This design comes from an exercise in tuning for small area on the open sky130 flow, not from production work.
Where RTL was checked, it was by simulation tests only, not by an equivalence proof against the original.
For run 1, only the layout was checked, not whether the RTL still works.
No activity file was given, so power comes from the tool's default toggle rates.

`design/flow/design.v`:
```
module tg_wall(
    input  [5:0] x,
    input  [5:0] y,
    output       wall
);
    wire y_a = (y >= 6'd7)  & (y <= 6'd8);
    wire y_b = (y >= 6'd7)  & (y <= 6'd15);
    wire y_c = ((y >= 6'd14) & (y <= 6'd15)) | ((y >= 6'd23) & (y <= 6'd24));
    wire y_d = (y >= 6'd30) & (y <= 6'd36);
    wire y_e = (y >= 6'd35) & (y <= 6'd36);
    assign wall = (y <= 6'd1) | (y >= 6'd42) | (x <= 6'd2) | (x >= 6'd61)
                | (y_a & (x >= 6'd29) & (x <= 6'd40))
                | (y_b & (x >= 6'd35) & (x <= 6'd40))
                | (y_c & (((x >= 6'd9) & (x <= 6'd22)) | ((x >= 6'd35) & (x <= 6'd52))))
                | (y_d & (x >= 6'd26) & (x <= 6'd31))
                | (y_e & (x >= 6'd26) & (x <= 6'd37));
endmodule
module tg_strip_h #(parameter integer OFF = 3) (
    input  [5:0] tx,
    input  [5:0] ty,
    output       wall
);
    function automatic rin(input [5:0] v, input integer lo, input integer hi);
        integer t;
        begin
            t = v;
            rin = (t >= lo) && (t <= hi);
        end
    endfunction
    wire y_a = rin(ty, 7 - OFF, 8 - OFF);
    wire y_b = rin(ty, 7 - OFF, 15 - OFF);
    wire y_c = rin(ty, 14 - OFF, 15 - OFF) | rin(ty, 23 - OFF, 24 - OFF);
    wire y_d = rin(ty, 30 - OFF, 36 - OFF);
    wire y_e = rin(ty, 35 - OFF, 36 - OFF);
    assign wall = rin(ty, -64, 1 - OFF) | rin(ty, 42 - OFF, 127)
                | (tx <= 6'd4) | (tx >= 6'd59)
                | (y_a & rin(tx, 27, 42))
                | (y_b & rin(tx, 33, 42))
                | (y_c & (rin(tx, 7, 24) | rin(tx, 33, 54)))
                | (y_d & rin(tx, 24, 33))
                | (y_e & rin(tx, 24, 39));
endmodule
module tg_strip_v #(parameter integer OFF = 3) (
    input  [5:0] tx,
    input  [5:0] ty,
    output       wall
);
    function automatic rin(input [5:0] v, input integer lo, input integer hi);
        integer t;
        begin
            t = v;
            rin = (t >= lo) && (t <= hi);
        end
    endfunction
    wire x_a = rin(tx, 29 - OFF, 40 - OFF);
    wire x_b = rin(tx, 35 - OFF, 40 - OFF);
    wire x_c = rin(tx, 9 - OFF, 22 - OFF);
    wire x_d = rin(tx, 35 - OFF, 52 - OFF);
    wire x_e = rin(tx, 26 - OFF, 31 - OFF);
    wire x_f = rin(tx, 26 - OFF, 37 - OFF);
    assign wall = rin(tx, -64, 2 - OFF) | rin(tx, 61 - OFF, 127)
                | (ty <= 6'd3) | (ty >= 6'd40)
                | (x_a & rin(ty, 5, 10))
                | (x_b & rin(ty, 5, 17))
                | ((x_c | x_d) & (rin(ty, 12, 17) | rin(ty, 21, 26)))
                | (x_e & rin(ty, 28, 38))
                | (x_f & rin(ty, 33, 38));
endmodule
module tg_tank #(
    parameter [5:0] INIT_X = 6'd6,
    parameter [5:0] INIT_Y = 6'd38,
    parameter [1:0] INIT_DIR = 2'd3
) (
    input            clk,
    input            rst_n,
    input      [2:0] dir_in,       
    input            frame,
    input            end_screen,
    input            hurt,
    output reg [5:0] x,
    output reg [5:0] y,
    output reg [2:0] life,
    output reg [1:0] dir
);
    reg [1:0] cnt;
    reg [2:0] last;
    wire same = (last == dir_in);
    wire move = frame & same & (cnt == 2'd3) & ~last[2];
    wire turn = frame & ~dir_in[2] & ((cnt == 2'd0) | move);
    function automatic [5:0] radd(input [5:0] a, input [5:0] b, input ci);
        reg cy;
        integer i;
        begin
            cy = ci;
            for (i = 0; i < 6; i = i + 1) begin
                radd[i] = a[i] ^ b[i] ^ cy;
                cy = (a[i] & b[i]) | (cy & (a[i] ^ b[i]));
            end
        end
    endfunction
    wire [5:0] c  = last[1] ? x : y;
    wire [5:0] cn = radd(c, {{5{~last[0]}}, 1'b1}, 1'b0);
    wire [1:0] cnt_n = {cnt[1] ^ cnt[0], ~cnt[0]};
    wire [2:0] life_n = {life[2] ^ (life[1:0] == 2'b00), life[1] ^ ~life[0], ~life[0]};
    always @(posedge clk or negedge rst_n) begin
        if (~rst_n) begin
            cnt  <= 2'd0;
            last <= 3'd4;
            dir  <= INIT_DIR;
            x    <= INIT_X;
            y    <= INIT_Y;
            life <= 5;
        end else begin
            if (frame) begin
                cnt  <= same ? cnt_n : 2'd0;
                last <= dir_in;
            end
            if (turn) dir <= dir_in[1:0];
            if (end_screen) begin
                x    <= INIT_X;
                y    <= INIT_Y;
                life <= 5;
            end else begin
                if (move &  last[1]) x <= cn;
                if (move & ~last[1]) y <= cn;
                if (hurt) life <= life_n;
            end
        end
    end
endmodule
module tg_shell(
    input            clk,
    input            rst_n,
    input            fire,
    input            game,         
    input            end_screen,
    input      [1:0] dir_in,
    input      [5:0] tank_x,       
    input      [5:0] tank_y,
    input      [5:0] hx,           
    input      [5:0] hy,
    output reg [5:0] x,
    output reg [5:0] y,
    output           valid,
    output           hit
);
    reg       fly;
    reg       vanish;
    reg [3:0] count;
    reg [1:0] rdir;
    wire wall;
    tg_wall u_wall(.x(x), .y(y), .wall(wall));
    function automatic [5:0] radd(input [5:0] a, input [5:0] b, input ci);
        reg cy;
        integer i;
        begin
            cy = ci;
            for (i = 0; i < 6; i = i + 1) begin
                radd[i] = a[i] ^ b[i] ^ cy;
                cy = (a[i] & b[i]) | (cy & (a[i] ^ b[i]));
            end
        end
    endfunction
    wire [5:0] dx = radd(x, hx, 1'b0);
    wire [5:0] dy = radd(y, hy, 1'b0);
    wire in_x = (dx[5:3] == 3'd0) & ~(dx[2] & (dx[1] | dx[0]));
    wire in_y = (dy[5:3] == 3'd0) & ~(dy[2] & (dy[1] | dy[0]));
    wire live = fly & ~vanish;
    assign hit = live & in_x & in_y;
    assign valid = ~fly | vanish | end_screen;
    wire fb = count[3] ^ count[2] ^ (count[2:0] == 3'b000);
    wire [3:0] count_n = {count[2:0], fb};
    wire step = (count == 4'b1000);
    wire [5:0] c  = rdir[1] ? x : y;
    wire [5:0] cn = radd(c, {{5{~rdir[0]}}, 1'b1}, 1'b0);
    wire load = ~fly | end_screen;
    always @(posedge clk) begin
        if (~rst_n) fly <= 1'b0;
        else if (end_screen) fly <= 1'b0;
        else if (fly) fly <= ~vanish;
        else fly <= fire;
        vanish <= game & live & (wall | in_x & in_y);
        count <= fly ? count_n : 4'd0;
        if (~fly) rdir <= dir_in;
        if (load) begin
            x <= tank_x;
            y <= tank_y;
        end else if (step) begin
            if (rdir[1]) x <= cn;
            else y <= cn;
        end
    end
endmodule
module tank_game(
    input        clk,
    input        rst_n,
    input        press_up_1,
    input        press_down_1,
    input        press_left_1,
    input        press_right_1,
    input        press_fire_1,
    input        press_up_2,
    input        press_down_2,
    input        press_left_2,
    input        press_right_2,
    input        press_fire_2,
    input        vga_busy,
    input  [5:0] vga_x,
    input  [5:0] vga_y,
    output       is_map,
    output [1:0] game_state,
    output [1:0] who_wins,
    output [5:0] tank_1_x,
    output [5:0] tank_1_y,
    output [1:0] tank_1_dir,
    output [2:0] tank_1_life,
    output [5:0] tank_2_x,
    output [5:0] tank_2_y,
    output [1:0] tank_2_dir,
    output [2:0] tank_2_life,
    output [4:0] valid_1_shell,
    output [4:0] valid_2_shell,
    output [5:0] shell_1_0_x, output [5:0] shell_1_0_y,
    output [5:0] shell_1_1_x, output [5:0] shell_1_1_y,
    output [5:0] shell_1_2_x, output [5:0] shell_1_2_y,
    output [5:0] shell_1_3_x, output [5:0] shell_1_3_y,
    output [5:0] shell_1_4_x, output [5:0] shell_1_4_y,
    output [5:0] shell_2_0_x, output [5:0] shell_2_0_y,
    output [5:0] shell_2_1_x, output [5:0] shell_2_1_y,
    output [5:0] shell_2_2_x, output [5:0] shell_2_2_y,
    output [5:0] shell_2_3_x, output [5:0] shell_2_3_y,
    output [5:0] shell_2_4_x, output [5:0] shell_2_4_y
);
localparam [1:0] START = 2'd0, GAME = 2'd1, END = 2'd2;
reg  [1:0] state;
reg  [1:0] wins;
reg        map_q;
reg        frame;
reg  [2:0] cmd_1, cmd_2;
reg        fire_q_1, fire_q_2;
reg        hit_1, hit_2;           
reg        hurt_1, hurt_2;
wire game = (state == GAME);
wire end_screen = (state == END);
assign game_state = state;
assign who_wins = wins;
assign is_map = map_q;
tg_tank #(.INIT_X(6'd6), .INIT_Y(6'd38), .INIT_DIR(2'd3)) u_tank_1(
    .clk(clk), .rst_n(rst_n), .dir_in(cmd_1), .frame(frame), .end_screen(end_screen),
    .hurt(hurt_1), .x(tank_1_x), .y(tank_1_y), .life(tank_1_life), .dir(tank_1_dir));
tg_tank #(.INIT_X(6'd57), .INIT_Y(6'd6), .INIT_DIR(2'd2)) u_tank_2(
    .clk(clk), .rst_n(rst_n), .dir_in(cmd_2), .frame(frame), .end_screen(end_screen),
    .hurt(hurt_2), .x(tank_2_x), .y(tank_2_y), .life(tank_2_life), .dir(tank_2_dir));
function automatic [6:0] rsub(input [5:0] a, input [5:0] b);
    reg cy;
    integer i;
    begin
        cy = 1'b1;
        for (i = 0; i < 6; i = i + 1) begin
            rsub[i] = a[i] ^ ~b[i] ^ cy;
            cy = (a[i] & ~b[i]) | (cy & (a[i] ^ ~b[i]));
        end
        rsub[6] = ~cy;
    end
endfunction
wire [6:0] ddx = rsub(tank_1_x, tank_2_x);
wire [6:0] ddy = rsub(tank_1_y, tank_2_y);
wire dx_pos = ~ddx[6] & (ddx[5:0] != 6'd0) & (ddx[5:0] <= 6'd6);      
wire dx_neg = ddx[6] & (ddx[5:0] >= 6'd58);                           
wire dx_near = ~ddx[6] ? (ddx[5:0] <= 6'd5) : (ddx[5:0] >= 6'd59);     
wire dy_pos = ~ddy[6] & (ddy[5:0] != 6'd0) & (ddy[5:0] <= 6'd6);
wire dy_neg = ddy[6] & (ddy[5:0] >= 6'd58);
wire dy_near = ~ddy[6] ? (ddy[5:0] <= 6'd5) : (ddy[5:0] >= 6'd59);
wire wu_1, wd_1, wl_1, wr_1, wu_2, wd_2, wl_2, wr_2;
tg_strip_h #(.OFF(-3)) u_su_1(.tx(tank_1_x), .ty(tank_1_y), .wall(wu_1));
tg_strip_h #(.OFF(3))  u_sd_1(.tx(tank_1_x), .ty(tank_1_y), .wall(wd_1));
tg_strip_v #(.OFF(-3)) u_sl_1(.tx(tank_1_x), .ty(tank_1_y), .wall(wl_1));
tg_strip_v #(.OFF(3))  u_sr_1(.tx(tank_1_x), .ty(tank_1_y), .wall(wr_1));
tg_strip_h #(.OFF(-3)) u_su_2(.tx(tank_2_x), .ty(tank_2_y), .wall(wu_2));
tg_strip_h #(.OFF(3))  u_sd_2(.tx(tank_2_x), .ty(tank_2_y), .wall(wd_2));
tg_strip_v #(.OFF(-3)) u_sl_2(.tx(tank_2_x), .ty(tank_2_y), .wall(wl_2));
tg_strip_v #(.OFF(3))  u_sr_2(.tx(tank_2_x), .ty(tank_2_y), .wall(wr_2));
wire bu_1 = (tank_1_y <= 6'd2)  | wu_1 | (dy_pos & dx_near);
wire bd_1 = (tank_1_y >= 6'd41) | wd_1 | (dy_neg & dx_near);
wire bl_1 = (tank_1_x <= 6'd2)  | wl_1 | (dx_pos & dy_near);
wire br_1 = (tank_1_x >= 6'd61) | wr_1 | (dx_neg & dy_near);
wire bu_2 = (tank_2_y <= 6'd2)  | wu_2 | (dy_neg & dx_near);
wire bd_2 = (tank_2_y >= 6'd41) | wd_2 | (dy_pos & dx_near);
wire bl_2 = (tank_2_x <= 6'd2)  | wl_2 | (dx_neg & dy_near);
wire br_2 = (tank_2_x >= 6'd61) | wr_2 | (dx_pos & dy_near);
reg blk_1, blk_2;
always @* begin
    case (tank_1_dir)
        2'd0: blk_1 = bu_1;
        2'd1: blk_1 = bd_1;
        2'd2: blk_1 = bl_1;
        default: blk_1 = br_1;
    endcase
    case (tank_2_dir)
        2'd0: blk_2 = bu_2;
        2'd1: blk_2 = bd_2;
        2'd2: blk_2 = bl_2;
        default: blk_2 = br_2;
    endcase
end
function automatic [2:0] command(input up, input down, input left, input right,
                                 input [1:0] facing, input blocked);
    reg [1:0] p;
    begin
        p = ~up ? 2'd0 : ~down ? 2'd1 : ~left ? 2'd2 : 2'd3;
        if (up & down & left & right) command = 3'd4;
        else if (facing != p) command = {1'b0, p};
        else command = blocked ? 3'd4 : {1'b0, p};
    end
endfunction
wire [2:0] next_cmd_1 = command(press_up_1, press_down_1, press_left_1, press_right_1,
                                tank_1_dir, blk_1);
wire [2:0] next_cmd_2 = command(press_up_2, press_down_2, press_left_2, press_right_2,
                                tank_2_dir, blk_2);
wire [5:0] hx_1 = ~tank_2_x + 6'd3, hy_1 = ~tank_2_y + 6'd3;    
wire [5:0] hx_2 = ~tank_1_x + 6'd3, hy_2 = ~tank_1_y + 6'd3;
function automatic [4:0] lowest(input [4:0] v);
    lowest = {v[4] & ~|v[3:0], v[3] & ~|v[2:0], v[2] & ~|v[1:0], v[1] & ~v[0], v[0]};
endfunction
wire [4:0] shot_1 = frame & fire_q_1 ? lowest(valid_1_shell) : 5'd0;
wire [4:0] shot_2 = frame & fire_q_2 ? lowest(valid_2_shell) : 5'd0;
wire [4:0] sh_hit_1, sh_hit_2;
wire [5:0] sx_1 [0:4], sy_1 [0:4], sx_2 [0:4], sy_2 [0:4];
genvar k;
generate
    for (k = 0; k < 5; k = k + 1) begin : g_shell
        tg_shell u_1(.clk(clk), .rst_n(rst_n), .fire(shot_1[k]), .game(game),
            .end_screen(end_screen), .dir_in(tank_1_dir), .tank_x(tank_1_x), .tank_y(tank_1_y),
            .hx(hx_1), .hy(hy_1), .x(sx_1[k]), .y(sy_1[k]), .valid(valid_1_shell[k]),
            .hit(sh_hit_1[k]));
        tg_shell u_2(.clk(clk), .rst_n(rst_n), .fire(shot_2[k]), .game(game),
            .end_screen(end_screen), .dir_in(tank_2_dir), .tank_x(tank_2_x), .tank_y(tank_2_y),
            .hx(hx_2), .hy(hy_2), .x(sx_2[k]), .y(sy_2[k]), .valid(valid_2_shell[k]),
            .hit(sh_hit_2[k]));
    end
endgenerate
assign shell_1_0_x = sx_1[0]; assign shell_1_0_y = sy_1[0];
assign shell_1_1_x = sx_1[1]; assign shell_1_1_y = sy_1[1];
assign shell_1_2_x = sx_1[2]; assign shell_1_2_y = sy_1[2];
assign shell_1_3_x = sx_1[3]; assign shell_1_3_y = sy_1[3];
assign shell_1_4_x = sx_1[4]; assign shell_1_4_y = sy_1[4];
assign shell_2_0_x = sx_2[0]; assign shell_2_0_y = sy_2[0];
assign shell_2_1_x = sx_2[1]; assign shell_2_1_y = sy_2[1];
assign shell_2_2_x = sx_2[2]; assign shell_2_2_y = sy_2[2];
assign shell_2_3_x = sx_2[3]; assign shell_2_3_y = sy_2[3];
assign shell_2_4_x = sx_2[4]; assign shell_2_4_y = sy_2[4];
wire map_wall;
tg_wall u_map(.x(vga_x), .y(vga_y), .wall(map_wall));
wire start_press = ~press_left_1 & ~press_left_2;
wire lose_1 = hit_2 & (tank_1_life <= 3'd1);
wire lose_2 = hit_1 & (tank_2_life <= 3'd1);
always @(posedge clk or negedge rst_n) begin
    if (~rst_n) state <= START;
    else if (game) state <= (lose_1 | lose_2) ? END : GAME;
    else if (start_press) state <= GAME;
end
always @(posedge clk) begin
    wins     <= game ? (lose_1 ? 2'd2 : lose_2 ? 2'd1 : 2'd0) : (end_screen ? wins : 2'd0);
    map_q    <= game & map_wall;
    frame    <= game & ~vga_busy;
    fire_q_1 <= game & (fire_q_1 ? ~frame : ~press_fire_1);
    fire_q_2 <= game & (fire_q_2 ? ~frame : ~press_fire_2);
    cmd_1    <= game ? next_cmd_1 : 3'd4;
    cmd_2    <= game ? next_cmd_2 : 3'd4;
    hit_1    <= game & (|sh_hit_1);
    hit_2    <= game & (|sh_hit_2);
    hurt_1   <= game & hit_2 & ~lose_1;
    hurt_2   <= game & hit_1 & ~lose_2;
end
endmodule
```
`design/flow/flow/run.sh`:
```
#!/bin/bash
# Layout: the standard ORFS flow, with the smallest buffer on the ports and
# no dummy loads in the clock tree.
set -euo pipefail
export BUFFER_PORTS_ARGS="-buffer_cell sky130_fd_sc_hd__buf_1"
export CTS_ARGS="-sink_clustering_enable -repair_clock_nets -dont_use_dummy_load"
bash standard.sh > standard.log 2>&1
```
`design/flow/standard.sh`:
```
#!/bin/bash
# synth_recipe.tcl (not shown) runs the flow's synth.tcl, then flattens the netlist and writes it again
# the make line also repeats each setting of config.mk as NAME=value (left out here)
make -C /OpenROAD-flow-scripts/flow DESIGN_CONFIG=/design/flow/config.mk WORK_HOME=/design/flow/orfs CLKGATE_MAP_FILE= SYNTH_SCRIPT=/design/flow/synth_recipe.tcl "${@:-finish}"
```
`design/flow/config.mk`:
```
export PLATFORM = sky130hd
export DESIGN_NAME = tank_game
export DESIGN_NICKNAME = tank_game
export VERILOG_FILES = /design/flow/design.v
export SDC_FILE = /design/flow/constraint.sdc
export NUM_CORES = 4
export LEC_CHECK = 0
export CAP_MARGIN = 20
export CORE_MARGIN = 2
export CORE_UTILIZATION = 35
export PLACE_DENSITY = 0.5
export SLEW_MARGIN = 20
```
`design/flow/constraint.sdc`:
```
create_clock -name core_clock -period 40.0 [get_ports {clk}]
set_input_delay 8.0000 -clock core_clock [delete_from_list [all_inputs] [get_ports {clk}]]
set_output_delay 8.0000 -clock core_clock [all_outputs]
set_load 0.01 [all_outputs]
```
==> results of run 1 <==
[logic make-up (layout without fill, tap and decap cells)]
group	Yosys count	in the layout	share of synthesized area, %
compound gates	587	587	18.3
xor+xnor	104	104	4.53
fa+ha+maj	199	199	16.9
buf+inv	339	438	6.47
flops	262	262	33.3
mux	79	79	3.88
other cells	0	1	0
simple gates	721	721	16.6
[cell usage in the layout, fill, tap and decap left out, drive strengths merged, types with 13 or more instances in the layout]
cell type and n:
mux2 13, o211ai 19, o31ai 15, nor4 28, and2 26, a21oi 170, a211oi 23, nand4 28
o21a 17, a31oi 31, dfxtp 74, dfstp 20, fa 138, edfxtp 142, nor3 55, nor2b 33
o22ai 19, buf 231, or3 30, mux2i 66, o21ai 145, nand2b 20, xnor2 77, nand2 165
a2111oi 15, nand3 44, inv 172, nor2 243, xor2 27, o2111ai 19, clkbuf 31, dfrtp 26
ha 53
[flip-flops by register name, summed over array words and instances, names as in the netlist, 3 cells and up]
register and cells:
u_tank_2.y 6, u_tank_1.last 3, g_shell.u_2.x 30, u_tank_1.y 6
g_shell.u_1.fly 5, g_shell.u_2.count 20, u_tank_2.life 3, g_shell.u_2.y 30
g_shell.u_2.rdir 10, g_shell.u_2.vanish 5, g_shell.u_2.fly 5, g_shell.u_1.vanish 5
cmd_1 3, cmd_2 3, u_tank_1.x 6, u_tank_2.x 6
g_shell.u_1.y 30, u_tank_1.life 3, g_shell.u_1.x 30, u_tank_2.last 3
g_shell.u_1.count 20, g_shell.u_1.rdir 10
[worst max-delay path, delay by kind of cell (launching register included)]
family / cells / cell delay [ns]
AND/OR/NAND/NOR: 2 / 0.78
buffers and inverters: 2 / 0.63
flip-flops: 1 / 0.42
[routing by layer]
layer	track usage [%]	routed length [um]	vias up
met4	6.90	2110	2
met5	0	7	-
met3	3.67	5080	99
met1	33.1	31900	8806
met2	35.2	31800	693
li1	-	-	8295
[power groups by stage]
stage	Combinational (mW)	Clock, mW	Sequential, mW
after global routing	0.998	0.249	0.554
after detailed placement	0.877	0	0.542
final	0.878	0.234	0.538
after floorplan	0.670	0	0.456
after global placement	0.860	0	0.539
after CTS	0.883	0.240	0.537
[worst max path at each step]
stage | cells after the start | slack [ns] | from | endpoint
3_3_place_gp | 8 | 30.29 | press_left_1 | cmd_1[2]$_SDFF_PP1_
6_report | 4 | 29.61 | state[1]$_DFFE_PN0P_ | valid_1_shell[3]
5_1_grt | 4 | 29.50 | state[1]$_DFFE_PN0P_ | valid_1_shell[3]
4_1_cts | 4 | 29.60 | state[1]$_DFFE_PN0P_ | valid_1_shell[3]
3_5_place_dp | 8 | 30.15 | press_left_1 | cmd_1[0]$_SDFF_PP0_
2_1_floorplan | 6 | 30.54 | state[1]$_DFFE_PN0P_ | valid_2_shell[4]
[stage by stage]
stage	worst slack (ns)	power [mW]	hold WS (ns)	util, %	cell area, sq um
3_3_place_gp	30.29	1.40	0.440	37.6	22100
5_1_grt	29.50	1.80	0.482	39.0	22900
4_1_cts	29.60	1.66	0.457	38.9	22900
6_report	29.61	1.65	0.457	39.0	22900
2_1_floorplan	30.54	1.13	0.418	-	20800
3_5_place_dp	30.15	1.42	0.449	37.7	22200
[final cells by class]
class,instances,area [sq um]
multi-input combinational,1690,12600
fill,5907,35900
antenna,1,2.50
clock buffer,30,751
inverter,176,661
sequential,262,6920
timing repair buffer,232,1020
tap,773,967
==> results.txt, run 1 <==
row count=89; io pins=between 150 and 200; share of Yosys cell area claimed by the top area cell type=20.5%; Synth Register Bits=262; drt pass-1 iters=5; switching power=approximately 0.8 mW; post-route insts no fill=3,164; Reg clk slew, reported paths=about 0.050 ns; Reg2Reg Depth=17; crit path DAT=2.39 ns; register area share after synthesis=roughly 33%; Final Hold Vio Count=0; drt total wl=70.9 mm; pin count of the biggest net entering global routing=48; pins over their slew limit=0; clock tree buffer depth=3; HP Class=reg -> reg; ys async rst share=between 15 and 20%; crit-path max cell delay=0.52 ns; Least-Margin Pin Slew=between 1 and 1.5 ns; clock skew=about 0.036 ns; Yosys cell types=just over 90; Worst R2R Setup Slack=between 30 and 40 ns; Relative slew margins=roughly 30%; placed instance count=roughly 3,100; Iter 0 DRT Violations=between 1,500 and 2,000; synthesized area=a little over 20,000 sq um; die area=roughly 61,000 sq um; post-synth top area cell=edfxtp_1; switching share of power=a little under half; Leakage=8.44 nW; layout cells sized above 1=5.94%; Initial Util=35.3%; r2r endpoint=cmd_2[0]$_SDFF_PP0_; Peak Freq=around 96 MHz; crit path kind=reg -> out; Post-DP HPWL=50.8 mm; ys flop type=edfxtp_1; EDFF count, synth=roughly 140; NumNets Final=2,608; setup TNS=0 ns; syn_area_per_cell=9.07 sq um; Die Y-Extent=between 200 and 250 um; Pint=~0.87 mW; Worst VDD drop=between 20 and 30 uV; Sink Count=between 200 and 300; vias in the first global route=approximately 17,000; worst-path maximum fanout=24; Syn-to-layout area delta=10.3%; wire length per cell=22.4 um; Vias=around 18,000; Combinational Power Share=between 50% and 60%; max-cap violation count=0; startpoint types=flop; DRC violations left=0; most frequent cell after synthesis=nor2_1; insertion delay to the later sink of the worst-skew pair=0.58 ns; Hold-fix buffers, CTS=0; Critical Path End Type=primary output; Post-CTS Resized=0; first-pass GRT wire length=107 mm; Final min period=10.39 ns; hold depth=2; CTS tree=done; RSZ-0062 raised after global routing=no; hold path endpoint=g_shell[0].u_1.count[3]$_SDFF_PN0_; PortBufs=between 150 and 200; setup bufs post-CTS=0; Placer Congestion=0.904; Reg-to-Reg Start=u_tank_1.x[0]$_DFFE_PN0P_; sequential cell fraction of total power=32.6%; initial antenna violation count=2; Clk network pwr share=approximately 14%; final worst path period share=26.0%; H-tree Lvls=1; CP cell instances=nor2b_4 > buf_4 > or3_1 > buf_1; TritonCTS Buffers=30; GRT Util Overall=between 20% and 30%; DR vias/cell=~5.7; Worst path slowest cell=nor2b_4; Setup-failing EPs final=0; syn_nets=between 2,000 and 3,000; total gr overflow=0; Syn Inst Count=around 2,300; Cell Pwr Density=just over 70 nW/um^2; Yosys Warn Count=8; status=no timing/DRC/antenna violations; most instantiated cells after synthesis=nor2_1, inv_1, a21oi_1, nand2_1, o21ai_0; clk root buf=clkbuf_16; Hold Startpoint=g_shell[0].u_1.count[2]$_SDFF_PN0_; Final ANT Viol Nets=0; Worst EP required=32.00 ns; top cells by area, synth=edfxtp_1, fa_1, dfxtp_1; chip width=around 250 um; total core area=a little under 60,000 sq um
==> run 2, diff against run 1 <==
--- a/design/flow/design.v
+++ b/design/flow/design.v
@@ -87,21 +87,8 @@
     wire same = (last == dir_in);
     wire move = frame & same & (cnt == 2'd3) & ~last[2];
     wire turn = frame & ~dir_in[2] & ((cnt == 2'd0) | move);
-    function automatic [5:0] radd(input [5:0] a, input [5:0] b, input ci);
-        reg cy;
-        integer i;
-        begin
-            cy = ci;
-            for (i = 0; i < 6; i = i + 1) begin
-                radd[i] = a[i] ^ b[i] ^ cy;
-                cy = (a[i] & b[i]) | (cy & (a[i] ^ b[i]));
-            end
-        end
-    endfunction
     wire [5:0] c  = last[1] ? x : y;
-    wire [5:0] cn = radd(c, {{5{~last[0]}}, 1'b1}, 1'b0);
-    wire [1:0] cnt_n = {cnt[1] ^ cnt[0], ~cnt[0]};
-    wire [2:0] life_n = {life[2] ^ (life[1:0] == 2'b00), life[1] ^ ~life[0], ~life[0]};
+    wire [5:0] cn = c + {{5{~last[0]}}, 1'b1};
     always @(posedge clk or negedge rst_n) begin
         if (~rst_n) begin
             cnt  <= 2'd0;
@@ -112,7 +99,7 @@
             life <= 5;
         end else begin
             if (frame) begin
-                cnt  <= same ? cnt_n : 2'd0;
+                cnt  <= same ? cnt + 2'd1 : 2'd0;
                 last <= dir_in;
             end
             if (turn) dir <= dir_in[1:0];
@@ -123,7 +110,7 @@
             end else begin
                 if (move &  last[1]) x <= cn;
                 if (move & ~last[1]) y <= cn;
-                if (hurt) life <= life_n;
+                if (hurt) life <= life - 3'd1;
             end
         end
     end
@@ -150,29 +137,16 @@
     reg [1:0] rdir;
     wire wall;
     tg_wall u_wall(.x(x), .y(y), .wall(wall));
-    function automatic [5:0] radd(input [5:0] a, input [5:0] b, input ci);
-        reg cy;
-        integer i;
-        begin
-            cy = ci;
-            for (i = 0; i < 6; i = i + 1) begin
-                radd[i] = a[i] ^ b[i] ^ cy;
-                cy = (a[i] & b[i]) | (cy & (a[i] ^ b[i]));
-            end
-        end
-    endfunction
-    wire [5:0] dx = radd(x, hx, 1'b0);
-    wire [5:0] dy = radd(y, hy, 1'b0);
+    wire [5:0] dx = x + hx;
+    wire [5:0] dy = y + hy;
     wire in_x = (dx[5:3] == 3'd0) & ~(dx[2] & (dx[1] | dx[0]));
     wire in_y = (dy[5:3] == 3'd0) & ~(dy[2] & (dy[1] | dy[0]));
     wire live = fly & ~vanish;
     assign hit = live & in_x & in_y;
     assign valid = ~fly | vanish | end_screen;
-    wire fb = count[3] ^ count[2] ^ (count[2:0] == 3'b000);
-    wire [3:0] count_n = {count[2:0], fb};
-    wire step = (count == 4'b1000);
+    wire step = (count == 4'd15);
     wire [5:0] c  = rdir[1] ? x : y;
-    wire [5:0] cn = radd(c, {{5{~rdir[0]}}, 1'b1}, 1'b0);
+    wire [5:0] cn = c + {{5{~rdir[0]}}, 1'b1};
     wire load = ~fly | end_screen;
     always @(posedge clk) begin
         if (~rst_n) fly <= 1'b0;
@@ -180,7 +154,7 @@
         else if (fly) fly <= ~vanish;
         else fly <= fire;
         vanish <= game & live & (wall | in_x & in_y);
-        count <= fly ? count_n : 4'd0;
+        count <= fly ? count + 4'd1 : 4'd0;
         if (~fly) rdir <= dir_in;
         if (load) begin
             x <= tank_x;
@@ -251,20 +225,8 @@
 tg_tank #(.INIT_X(6'd57), .INIT_Y(6'd6), .INIT_DIR(2'd2)) u_tank_2(
     .clk(clk), .rst_n(rst_n), .dir_in(cmd_2), .frame(frame), .end_screen(end_screen),
     .hurt(hurt_2), .x(tank_2_x), .y(tank_2_y), .life(tank_2_life), .dir(tank_2_dir));
-function automatic [6:0] rsub(input [5:0] a, input [5:0] b);
-    reg cy;
-    integer i;
-    begin
-        cy = 1'b1;
-        for (i = 0; i < 6; i = i + 1) begin
-            rsub[i] = a[i] ^ ~b[i] ^ cy;
-            cy = (a[i] & ~b[i]) | (cy & (a[i] ^ ~b[i]));
-        end
-        rsub[6] = ~cy;
-    end
-endfunction
-wire [6:0] ddx = rsub(tank_1_x, tank_2_x);
-wire [6:0] ddy = rsub(tank_1_y, tank_2_y);
+wire [6:0] ddx = {1'b0, tank_1_x} - {1'b0, tank_2_x};
+wire [6:0] ddy = {1'b0, tank_1_y} - {1'b0, tank_2_y};
 wire dx_pos = ~ddx[6] & (ddx[5:0] != 6'd0) & (ddx[5:0] <= 6'd6);      
 wire dx_neg = ddx[6] & (ddx[5:0] >= 6'd58);                           
 wire dx_near = ~ddx[6] ? (ddx[5:0] <= 6'd5) : (ddx[5:0] >= 6'd59);     
@@ -288,42 +250,29 @@
 wire bd_2 = (tank_2_y >= 6'd41) | wd_2 | (dy_pos & dx_near);
 wire bl_2 = (tank_2_x <= 6'd2)  | wl_2 | (dx_neg & dy_near);
 wire br_2 = (tank_2_x >= 6'd61) | wr_2 | (dx_pos & dy_near);
-reg blk_1, blk_2;
-always @* begin
-    case (tank_1_dir)
-        2'd0: blk_1 = bu_1;
-        2'd1: blk_1 = bd_1;
-        2'd2: blk_1 = bl_1;
-        default: blk_1 = br_1;
-    endcase
-    case (tank_2_dir)
-        2'd0: blk_2 = bu_2;
-        2'd1: blk_2 = bd_2;
-        2'd2: blk_2 = bl_2;
-        default: blk_2 = br_2;
-    endcase
-end
 function automatic [2:0] command(input up, input down, input left, input right,
-                                 input [1:0] facing, input blocked);
+                                 input [1:0] facing,
+                                 input bu, input bd, input bl, input br);
     reg [1:0] p;
+    reg b;
     begin
-        p = ~up ? 2'd0 : ~down ? 2'd1 : ~left ? 2'd2 : 2'd3;
+        if (~up)         begin p = 2'd0; b = bu; end
+        else if (~down)  begin p = 2'd1; b = bd; end
+        else if (~left)  begin p = 2'd2; b = bl; end
+        else             begin p = 2'd3; b = br; end
         if (up & down & left & right) command = 3'd4;
         else if (facing != p) command = {1'b0, p};
-        else command = blocked ? 3'd4 : {1'b0, p};
+        else command = b ? 3'd4 : {1'b0, p};
     end
 endfunction
 wire [2:0] next_cmd_1 = command(press_up_1, press_down_1, press_left_1, press_right_1,
-                                tank_1_dir, blk_1);
+                                tank_1_dir, bu_1, bd_1, bl_1, br_1);
 wire [2:0] next_cmd_2 = command(press_up_2, press_down_2, press_left_2, press_right_2,
-                                tank_2_dir, blk_2);
-wire [5:0] hx_1 = ~tank_2_x + 6'd3, hy_1 = ~tank_2_y + 6'd3;    
-wire [5:0] hx_2 = ~tank_1_x + 6'd3, hy_2 = ~tank_1_y + 6'd3;
-function automatic [4:0] lowest(input [4:0] v);
-    lowest = {v[4] & ~|v[3:0], v[3] & ~|v[2:0], v[2] & ~|v[1:0], v[1] & ~v[0], v[0]};
-endfunction
-wire [4:0] shot_1 = frame & fire_q_1 ? lowest(valid_1_shell) : 5'd0;
-wire [4:0] shot_2 = frame & fire_q_2 ? lowest(valid_2_shell) : 5'd0;
+                                tank_2_dir, bu_2, bd_2, bl_2, br_2);
+wire [5:0] hx_1 = 6'd2 - tank_2_x, hy_1 = 6'd2 - tank_2_y;    
+wire [5:0] hx_2 = 6'd2 - tank_1_x, hy_2 = 6'd2 - tank_1_y;
+wire [4:0] shot_1 = frame & fire_q_1 ? valid_1_shell & (~valid_1_shell + 5'd1) : 5'd0;
+wire [4:0] shot_2 = frame & fire_q_2 ? valid_2_shell & (~valid_2_shell + 5'd1) : 5'd0;
 wire [4:0] sh_hit_1, sh_hit_2;
 wire [5:0] sx_1 [0:4], sy_1 [0:4], sx_2 [0:4], sy_2 [0:4];
 genvar k;
==> design/flow/run.sh (new file) <==
#!/bin/bash
# synth_recipe.tcl (not shown) runs the flow's synth.tcl, then flattens the netlist and writes it again
# the make line also repeats each setting of config.mk as NAME=value (left out here)
make -C /OpenROAD-flow-scripts/flow DESIGN_CONFIG=/design/flow/config.mk WORK_HOME=/design/flow/orfs CLKGATE_MAP_FILE= SYNTH_SCRIPT=/design/flow/synth_recipe.tcl finish
removed: design/flow/flow/run.sh
removed: design/flow/standard.sh
==> run 2 against run 1 <==
Against the previous run:
- die area is 11% higher
- combinational power up 34%
- count of clock-buffer cells in the layout up 11
- highest routed layer is now met4
- non-clock buffer count shrank 5
- routed wire length increased by 15%
- sequential power down 2%
- register-to-register slack gained 0.27 ns
- worst setup slack got worse by 0.18 ns
- largest power group unchanged
- area after synthesis grew 12%
==> results.txt, run 2 <==
syn_area_per_cell=8.57 sq um (-5.5%); ys async rst share=17.6% (unchanged); status=no timing/DRC/antenna violations; worst-path maximum fanout=48 (+100%); Peak Freq=94.6 MHz (-1.7%); Leakage=10.4 nW (+23%); number of diodes=0 (-1); Yosys cell types=89 (-3.3%); first-pass GRT wire length=123 mm (+15%); Final Hold Vio Count=0 (unchanged); row count=94 (+5.6%); area occupied by multi-input gates=15,000 sq um (+19%); most common cell after layout, fill and taps aside=o21ai_0; insertion delay to the later sink of the worst-skew pair=0.59 ns (about the same); commonest cells after routing, fill and taps aside=o21ai_0, nand2_1, nor2_1; clk root buf=clkbuf_16; H-tree Lvls=1 (unchanged); Yosys Warn Count=8 (unchanged); Worst VDD drop=29.9 uV (+6.1%); Least-Margin Pin Slew=1.15 ns (+0.111 ns); Hold-fix buffers, CTS=0 (unchanged); max-cap violation count=0 (unchanged); most frequent cell after synthesis=o21ai_0; hold path endpoint=g_shell[4].u_1.count[0]$_SDFF_PN0_; Syn-to-layout area delta=15.8%; Final min period=10.58 ns (+0.184 ns); synthesized area=23,200 sq um (+12%); Worst R2R Setup Slack=34.80 ns (+0.27 ns); syn_nets=2,960 (+18%); DR vias/cell=5.72 (+1.2%); TritonCTS Buffers=30 (unchanged); Relative slew margins=21.4% (-8.6 points); CTS tree=done; wire length per cell=22.2 um (-1.1%); Post-DP HPWL=58.7 mm (+16%); Cell Pwr Density=74.7 nW/um^2 (+3.6%); Design Power=2.00 mW (+21%); startpoint types=flop; total core area=65,600 sq um (+12%); Syn Inst Count=2,703 (+18%); pin count of the biggest net entering global routing=49 (+2.1%); chip width=261 um (+5.5%); Die Y-Extent=261 um (+5.5%); filler instances=6,527 (+10%); Vias=21,100 (+18%); drt pass-1 iters=6 (+1); Placer Congestion=0.894 (-1.1%); Worst EP required=32.00 ns (about the same); vias in the first global route=20,100 (+17%); Reg-to-Reg Start=u_tank_1.y[1]$_DFFE_PN1P_; setup TNS=0 ns (unchanged); io pins=194 (unchanged); layout cells sized above 1=6.64% (+0.69 points); NumNets Final=3,051 (+17%); share of Yosys cell area claimed by the top area cell type=18.4% (-2.1 points); Sink Count=262 (unchanged); EDFF count, synth=142 (unchanged); Post-CTS Resized=0 (unchanged); die area=68,300 sq um (+11%); clock skew=0.0218 ns (-0.0144 ns); register area share after synthesis=29.9% (-3.4 points); Initial Util=35.3% (about the same); Iter 0 DRT Violations=1,784 (+13%); drt total wl=81.6 mm (+15%); Reg clk slew, reported paths=0.06 ns (about the same); Reg area=6920 sq um (unchanged); setup bufs post-CTS=0 (unchanged); initial antenna violation count=1 (-1); pins over their slew limit=0 (unchanged); Final ANT Viol Nets=0 (unchanged); post-synth top area cell=edfxtp_1; Reg2Reg Depth=12 (-5); DRC violations left=0 (unchanged); r2r endpoint=g_shell[4].u_2.vanish$_DFF_P_; crit path kind=reg -> out; Critical Path End Type=primary output; PortBufs=193 (unchanged); top cells by area, synth=edfxtp_1, ha_1, dfxtp_1; clock tree buffer depth=3 (unchanged); HP Class=reg -> reg; final worst path period share=26.4% (+0.46 points); Hold Startpoint=g_shell[4].u_1.count[0]$_SDFF_PN0_; most instantiated cells after synthesis=o21ai_0, nand2_1, nor2_1, ha_1, a21oi_1; ys flop type=edfxtp_1; GRT Util Overall=23.4% (+0.50 points); Setup-failing EPs final=0 (unchanged); Synth Register Bits=262 (unchanged); total gr overflow=0 (unchanged); Fin Hold WS=0.436 ns (-0.0209 ns); RSZ-0062 raised after global routing=no; crit path DAT=2.58 ns (+0.19 ns); Core Util, Final=40.9% (+1.9 points); hold depth=1 (-1)
[run 2: cell count changes after synthesis, moves of 33 or more]
cell,previous run,this run
xnor2_1,74,155
nand2_1,165,214
ha_1,53,198
nor2_1,243,199
fa_1,138,34
mux2i_1,66,33
o21ai_0,145,235
mux2_2,13,50
a21o_1,9,53
[run 2: cells by family (layout without fill, tap and decap cells)]
group / after synthesis / after routing / synth area share, %
adder cells (fa/ha/maj): 238 / 238 / 13.9
flip-flops: 262 / 262 / 29.9
buffers and inverters: 332 / 447 / 5.69
AND/OR/NAND/NOR: 748 / 748 / 15.7
AO/OA/AOI/OAI: 840 / 840 / 23.5
XOR/XNOR: 200 / 200 / 7.56
multiplexers: 83 / 83 / 3.86
[run 2: area by class of cell]
class | instances | area share, %
multi-input combinational | 2109 | 55.9
timing repair buffer | 227 | 8.14
clock buffer | 41 | 3.26
inverter | 164 | 2.30
sequential | 262 | 25.8
clock inverter | 15 | 0.611
tap | 864 | 4.03
[run 2: how the worst max path moves through the flow]
stage / from / to / slack, ns / cells after the start
floorplan: state[1]$_DFFE_PN0P_ / valid_1_shell[2] / 30.37 / 6
global placement: press_up_1 / cmd_1[2]$_SDFF_PP1_ / 29.77 / 8
detailed placement: press_up_1 / cmd_1[2]$_SDFF_PP1_ / 29.65 / 8
CTS: state[0]$_DFFE_PN0P_ / valid_1_shell[3] / 29.36 / 4
global route: state[1]$_DFFE_PN0P_ / valid_1_shell[3] / 29.32 / 4
finish: state[1]$_DFFE_PN0P_ / valid_1_shell[3] / 29.42 / 4
[run 2: where the power goes]
| part | internal [mW] | total, mW | switching [mW] |
|---|---|---|---|
| combinational | 0.550 | 1.18 | 0.633 |
| clock | 0.172 | 0.293 | 0.120 |
| sequential | 0.363 | 0.526 | 0.163 |
| total | 1.09 | 2.00 | 0.916 |
[run 2: layer usage]
metal	up-vias	track usage (%)	wire length (um)
met1	10300	34.0	38600
met2	672	37.6	36800
met3	89	2.26	4560
li1	10000	-	-
met4	0	5.13	1660
met5	-	0	0
[run 2: through the flow]
stage                     setup WS [ns]  cell area, sq um  std cells
final                             29.42             26800       3682
after global routing              29.32             26800       3682
after CTS                         29.36             26800       3682
after detailed placement          29.65             25800       3626
after global placement            29.77             25800       3626
after floorplan                   30.37             23200       2703
[run 2: worst max-delay path: stages, from the launching register on]
cell	delay, ns
dfrtp_1	0.41
nor2b_4	0.16
buf_4	0.55
or3_1	0.28
clkdlybuf4s50_1	0.56

[afterwards: timing with drivers on the ports]
Ports are ideal in the flow. The routed layouts listed here were re-timed in OpenROAD.
Step 1 assumes that a clkbuf_16 drives the clock port and a buf_2 every other input.
Step 2 moves the port delays by t, midway between the first and last clock arrival at a register: inputs arrive t later, outputs are due t later. That takes back most of the time a late clock gives input paths.
a / b / c = no drivers / after step 1 / after step 2; a / b = the first two.
| run | t (ns) | setup WS [ns] | hold WS [ns] | worst slew at a driven data input, ns |
|---|---|---|---|---|
| run 1 | 0.622 | 29.609 / 29.550 / 30.172 | 0.457 / 0.457 / 0.457 | 0.04 |
| run 2 | 0.633 | 29.424 / 29.368 / 29.637 | 0.436 / 0.436 / 0.436 | 0.04 |
After both steps every run listed still meets setup and hold.
